Source: an optimization exercise on an open RTL-to-GDS flow (aim: small area, a short achievable clock period and few clock cycles). Production flows keep margins and buffers that such runs may drop.
Function was checked by simulation only, so behaviour that the tests miss may differ from the original.
Power figures rest on the tool's default switching activity, not on a simulated workload.

[run.sh]
#!/bin/bash
# synth_recipe.tcl (not shown) runs the flow's synth.tcl, then flattens the netlist and writes it again
# the make line also repeats each setting of config.mk as NAME=value (left out here)
make -C /OpenROAD-flow-scripts/flow DESIGN_CONFIG=/design/flow/config.mk WORK_HOME=/design/flow/orfs CLKGATE_MAP_FILE= SYNTH_SCRIPT=/design/flow/synth_recipe.tcl finish
[config.mk]
export PLATFORM = sky130hd
export DESIGN_NAME = STA
export DESIGN_NICKNAME = STA
export VERILOG_FILES = /design/flow/design.v
export SDC_FILE = /design/flow/constraint.sdc
export NUM_CORES = 4
export LEC_CHECK = 0
export CAP_MARGIN = 20
export CORE_MARGIN = 2
export CORE_UTILIZATION = 25
export SLEW_MARGIN = 20
[constraint.sdc]
create_clock -name core_clock -period 12.0 [get_ports {clk}]
set_input_delay 2.4000 -clock core_clock [delete_from_list [all_inputs] [get_ports {clk}]]
set_output_delay 2.4000 -clock core_clock [all_outputs]
set_load 0.01 [all_outputs]
[design.v]
module STA(
	rst_n,
	clk,
	in_valid,
	delay,
	source,
	destination,
	out_valid,
	worst_delay,
	path
);
input			rst_n, clk, in_valid;
input	[3:0]	delay;
input	[3:0]	source;
input	[3:0]	destination;
output reg			out_valid;
output reg	[7:0]	worst_delay;
output reg	[3:0]	path;
localparam S_IDLE = 2'd0, S_IN = 2'd1, S_COMP = 2'd2, S_OUT = 2'd3;
reg  [1:0]  state;
reg  [4:0]  cnt;
reg  [15:0] adj [0:15];
reg  [7:0]  val [0:15];
reg  [15:0] done;
reg         busy;
reg  [3:0]  cur;
reg  [15:0] rem;
reg  [7:0]  acc;
reg  [3:0]  best;
reg         wr_valid;
reg  [3:0]  wr_cur;
reg  [7:0]  wr_acc;
reg  [3:0]  wr_best;
reg  [15:0] optr;
integer u, v;
wire first = (state == S_IDLE) && in_valid;
wire [15:0] vsel = rem & (~rem + 16'd1);
reg  [7:0]  hv;
reg  [3:0]  venc;
always @(*) begin
	hv = 8'd0;
	venc = 4'd0;
	for (v = 0; v < 16; v = v + 1) begin
		hv = hv | ({8{vsel[v]}} & val[v]);
		venc = venc | ({4{vsel[v]}} & v[3:0]);
	end
end
wire        take   = (hv >= acc);
wire [7:0]  acc_n  = take ? hv : acc;
wire [3:0]  best_n = take ? venc : best;
wire [15:0] rem_n  = rem & ~vsel;
wire        last   = busy && (rem_n == 16'd0);
reg  [15:0] wr_dec;
reg  [15:0] cur_dec;
always @(*) begin
	for (u = 0; u < 16; u = u + 1) begin
		wr_dec[u]  = wr_valid && (wr_cur == u);
		cur_dec[u] = busy && (cur == u);
	end
end
wire [15:0] donex = done | wr_dec | 16'h0002;
reg  [15:0] ready;
always @(*) begin
	for (u = 0; u < 16; u = u + 1)
		ready[u] = !donex[u] && !cur_dec[u] && ((adj[u] & ~donex) == 16'd0);
end
wire [15:0] psel  = ready & (~ready + 16'd1);
wire        pick  = (state == S_COMP) && (!busy || last) && (ready != 16'd0);
reg  [3:0]  penc;
always @(*) begin
	penc = 4'd0;
	for (u = 0; u < 16; u = u + 1)
		penc = penc | ({4{psel[u]}} & u[3:0]);
end
wire [15:0] rsel = (state == S_COMP) ? psel : optr;
reg  [15:0] row;
always @(*) begin
	row = 16'd0;
	for (u = 0; u < 16; u = u + 1)
		row = row | ({16{rsel[u]}} & adj[u]);
end
reg  [3:0] dcur;
always @(*) begin
	dcur = 4'd0;
	for (u = 0; u < 16; u = u + 1)
		dcur = dcur | ({4{wr_dec[u]}} & val[u][3:0]);
end
wire [7:0] hsum = wr_acc + {4'd0, dcur};
reg  [15:0] best_dec;
always @(*) begin
	for (v = 0; v < 16; v = v + 1)
		best_dec[v] = (wr_best == v);
end
wire fin0 = wr_valid && (wr_cur == 4'd0);
always @(posedge clk or negedge rst_n) begin
	if (!rst_n) begin
		state <= S_IDLE;
		cnt <= 5'd0;
		busy <= 1'b0;
		wr_valid <= 1'b0;
		out_valid <= 1'b0;
		worst_delay <= 8'd0;
		path <= 4'd0;
	end else begin
		wr_valid <= last;
		case (state)
		S_IDLE: begin
			cnt <= 5'd0;
			if (in_valid) begin
				state <= S_IN;
				cnt <= 5'd1;
			end
		end
		S_IN: begin
			cnt <= cnt + 5'd1;
			if (cnt == 5'd31) state <= S_COMP;
		end
		S_COMP: begin
			if (pick) busy <= 1'b1;
			else if (last) busy <= 1'b0;
			if (fin0) begin
				state <= S_OUT;
				out_valid <= 1'b1;
				worst_delay <= hsum;
				path <= 4'd0;
			end
		end
		S_OUT: begin
			worst_delay <= 8'd0;
			if (path == 4'd1) begin
				out_valid <= 1'b0;
				path <= 4'd0;
				state <= S_IDLE;
			end else begin
				path <= penc_o;
			end
		end
		endcase
	end
end
reg [3:0] penc_o;
always @(*) begin
	penc_o = 4'd0;
	for (u = 0; u < 16; u = u + 1)
		penc_o = penc_o | ({4{optr[u]}} & u[3:0]);
end
always @(posedge clk) begin
	if (busy) begin
		acc <= acc_n;
		best <= best_n;
		rem <= rem_n;
	end
	if (pick) begin
		cur <= penc;
		rem <= row;
		acc <= 8'd0;
	end
	if (last) begin
		wr_cur <= cur;
		wr_acc <= acc_n;
		wr_best <= best_n;
	end
	if (fin0) optr <= best_dec;
	else if (state == S_OUT) optr <= row;
end
always @(posedge clk) begin
	for (u = 0; u < 16; u = u + 1) begin
		if (first) done[u] <= 1'b0;
		else if (wr_dec[u]) done[u] <= 1'b1;
	end
end
always @(posedge clk) begin
	for (u = 0; u < 16; u = u + 1) begin
		for (v = 0; v < 16; v = v + 1) begin
			if (u != 1 && v != 0 && u != v) begin
				if (in_valid && source == u && destination == v)
					adj[u][v] <= 1'b1;
				else if (first || (wr_dec[u] && !best_dec[v]))
					adj[u][v] <= 1'b0;
			end else
				adj[u][v] <= 1'b0;
		end
	end
end
always @(posedge clk) begin
	for (u = 0; u < 16; u = u + 1) begin
		if (in_valid && !cnt[4] && cnt[3:0] == u)
			val[u] <= {4'd0, delay};
		else if (wr_dec[u] && u != 0 && u != 1)
			val[u] <= hsum;
	end
end
endmodule
==> metrics.csv <==
metric;value;unit
total_power;6590;uW
rows;110;
peakVddDrop;0.142;mV
clk_latency;0.62;ns
grt_pass1_vias;20716;
synth_cells;2457;
endpoint_kind;register;
slew_viol_final;0;
vias;22525;
postCtsSetupRepairBufs;0;
syn-num-nets;2494;
nNetsFinal;2424;
start_util;25.3;%
rsz0062_at_grt;false;
die_y;306;um
async_reset_ff_share;5.10;%
yosysSeqAreaShare;43.6;%
synth_top_area_share;25.5;%
grt_max_degree;98;
clock.fmax;158;MHz
cts_htree_levels;2;
utilization;28.7;%
wirelength;111000;um
synth_commonest_cells;nand2_1, dfxtp_1, a32o_1;
drive_gt1_share;10.6;%
clock-sinks;431;
drt_iter0_markers;3766;
syn_to_final_growth;13.7;%
relSlewSlack;17.5;%
finalInstanceArea;25900;um^2
p_per_area;254;nW/um^2
die-area;93500;um^2
drv_cap;0;
place_inst;3513;
netlist.top_cell.by_area;dfxtp_1;
syn_area_per_cell;9.27;um^2
boundaryPins;28;
crit_path_start_kind;register;
root_buffer;clkbuf_16;
tightest_slew;1.24;ns
ff_latch_area;9930;um^2
finalSetupViolations;0;
cts_resized;0;
tritoncts;built;
die_w;306;um
synth_seq_cells;431;
ys_types;93;
cts_hold_buf;0;
period_needed;6.35;ns
port_buffers;27;
final_cells;3601;
wl_per_cell;30.7;um
synth.most_common_cell;nand2_1;
clkTransAtPathRegs;0.06;ns
syn-cell-area;22800;um^2
core;90100;um^2
outcome;timing/DRC/antenna clean;
grt_antenna_before_repair;5;
synth_edf_count;119;
ys_warn_count;3;
postPlaceCellArea;24400;um^2
first_pass_iters;6;
vias_per_cell;6.26;
fin_crit_sh;52.9;%
drcViolationCount;0;
clockBufferDepth;3;
ant_nets;0;
path_max_fanout;23;
cts_buffers;45;
place_hpwl;78900;um
place.gp.congestion;1.06;
hold_class;register to register;
fillers;9405;
critPathKind;register to register;
ys.flop_type;dfxtp_1;
setup-tns-final;0;ns
finalHoldViolCount;0;
track_usage;22.8;%
overflow;0;
grt_pass1_wl;156000;um
critical_path_required;12.45;ns
synth.area.top_cells;dfxtp_1, edfxtp_1, a32o_1;
cp.arrival;6.79;ns
p_leak;0.00851;uW
multi_input_area;12100;um^2
skew;0.0357;ns
-- where the power goes --
part / total (uW) / leakage [uW] / switching [uW] / internal (uW)
Sequential: 2320 / 0.00377 / 378 / 1940
Clock: 1440 / 0.000729 / 651 / 794
Combinational: 2820 / 0.00401 / 1930 / 890
Total: 6590 / 0.00851 / 2960 / 3630
-- per-layer routing --
metal,track usage (%),share of wire (%)
met1,30.2,40
met2,33.7,42
met3,6.14,12
met4,12.1,6.2
met5,0,0.033
-- layout make-up --
| class | count | area share [%] |
|---|---|---|
| multi-input combinational | 1768 | 46.5 |
| timing repair buffer | 99 | 3.23 |
| antenna | 1 | 0.00966 |
| clock buffer | 67 | 4.98 |
| inverter | 42 | 0.609 |
| tap | 1176 | 5.68 |
| sequential | 431 | 38.3 |
| clock inverter | 17 | 0.638 |
-- metrics by stage --
step | setup WS [ns] | hold WS (ns)
after global placement | 5.81 | 0.466
after global routing | 5.28 | 0.500
after floorplan | 6.61 | 0.454
after detailed placement | 5.67 | 0.471
after CTS | 5.65 | 0.478
final | 5.65 | 0.479
-- logic make-up (layout without fill, tap and decap cells) --
logic type,after synthesis,count (layout),share of synthesized area (%)
flip-flops,431,431,43.6
AND/OR/NAND/NOR,842,842,17.9
XOR/XNOR,6,6,0.231
buffers and inverters,258,225,4.58
AO/OA/AOI/OAI,844,844,30.0
adder cells (fa/ha/maj),25,25,1.38
other,0,1,0
multiplexers,51,51,2.33
-- cells in the final DEF (no fill, tap or decap), types with 10 or more instances in the layout --
master | netlist | final
a2111o_1 | 10 | 10
a211oi_1 | 66 | 66
a21o_1 | 12 | 12
a21oi_1 | 79 | 79
a221o_1 | 41 | 41
a221oi_1 | 45 | 45
a222oi_1 | 14 | 14
a22o_1 | 54 | 54
a22oi_1 | 130 | 130
a32o_1 | 214 | 214
and2_1 | 18 | 18
and3_1 | 18 | 18
and4_1 | 10 | 10
buf_4 | 6 | 68
clkbuf_1 | 178 | 12
clkbuf_16 | 0 | 45
clkdlybuf4s50_1 | 0 | 27
clkinv_2 | 0 | 10
dfrtp_1 | 22 | 22
dfxtp_1 | 290 | 290
edfxtp_1 | 119 | 119
ha_1 | 21 | 20
inv_1 | 42 | 42
mux2_2 | 16 | 16
mux2i_1 | 35 | 34
nand2_1 | 388 | 387
nand2b_1 | 49 | 49
nand3_1 | 32 | 32
nand3b_1 | 10 | 10
nand4_1 | 19 | 19
nor2_1 | 162 | 138
nor2_2 | 1 | 23
nor2b_1 | 24 | 24
nor3_1 | 32 | 22
o21ai_0 | 84 | 84
o22ai_1 | 15 | 15
o31ai_1 | 10 | 10
or4_1 | 10 | 10
-- worst paths after layout --
check | startpoint | to | slack, ns | cells after the start
setup / recovery | rem[1] | acc[0] | 5.65 | 23
hold / removal | val[5][4] | val[5][4] | 0.48 | 2
setup reg to reg | rem[1] | acc[0] | 5.65 | 23
hold reg to reg | val[5][4] | val[5][4] | 0.48 | 2
max in group asynchronous | rst_n | worst_delay[6] | 9.40 | 2
min in group asynchronous | rst_n | busy | 2.24 | 2
-- registers in the layout, summed over array words and instances, names as in the netlist --
| signal | count |
|---|---|
| acc | 8 |
| wr_best | 4 |
| wr_acc | 8 |
| cur | 4 |
| path | 4 |
| optr | 16 |
| rem | 15 |
| wr_cur | 4 |
| busy | 1 |
| val | 120 |
| wr_valid | 1 |
| done | 15 |
| worst_delay | 8 |
| cnt | 5 |
| adj | 211 |
| best | 4 |
| state | 2 |
| out_valid | 1 |
-- worst max-delay path, cell delays in order, from the launching register on --
cell and delay (ns):
edfxtp_1 0.66, or4_1 0.69, or3_1 0.42, nand2b_4 0.20, or3_1 0.35, nor2_1 0.17, nand2_1 0.16, nor3b_2 0.62
nand2_1 0.12, nand3_1 0.14, inv_1 0.06, ha_1 0.26, nand2b_1 0.14, a21o_1 0.17, a21o_1 0.17, a21o_1 0.17
a21o_1 0.17, a21o_1 0.17, a21o_1 0.17, a21oi_1 0.15, buf_4 0.26, nand2b_1 0.48, mux2i_1 0.24, nor2_1 0.06
Testbench counts, summed over its fixed seeds: cycles 94,490.

## what the ideal ports hide
In the flow no input, the clock included, has a driving cell. The finished layout below was timed again as built, in two steps.
Step 1: set_driving_cell puts a clkbuf_16 on clk and a buf_2 on each other input, an assumption about the parent block.
Step 2 also shifts input and output timing later by t, the mid clock arrival at the registers, as if the neighbouring blocks saw the same clock.
Slacks: no drivers / after step 1 / after step 2; pairs: no drivers / after step 1.
t (ns): 0.673
setup WS [ns]: 5.655 / 5.655 / 5.655
hold slack, ns: 0.479 / 0.479 / 0.479
slew at the worst register clock pin (ns): 0.07 / 0.07
After both steps this run still meets setup and hold. For this run, drivers alone change the setup slack by 0.000 ns; drivers and shift together by 0.000 ns.
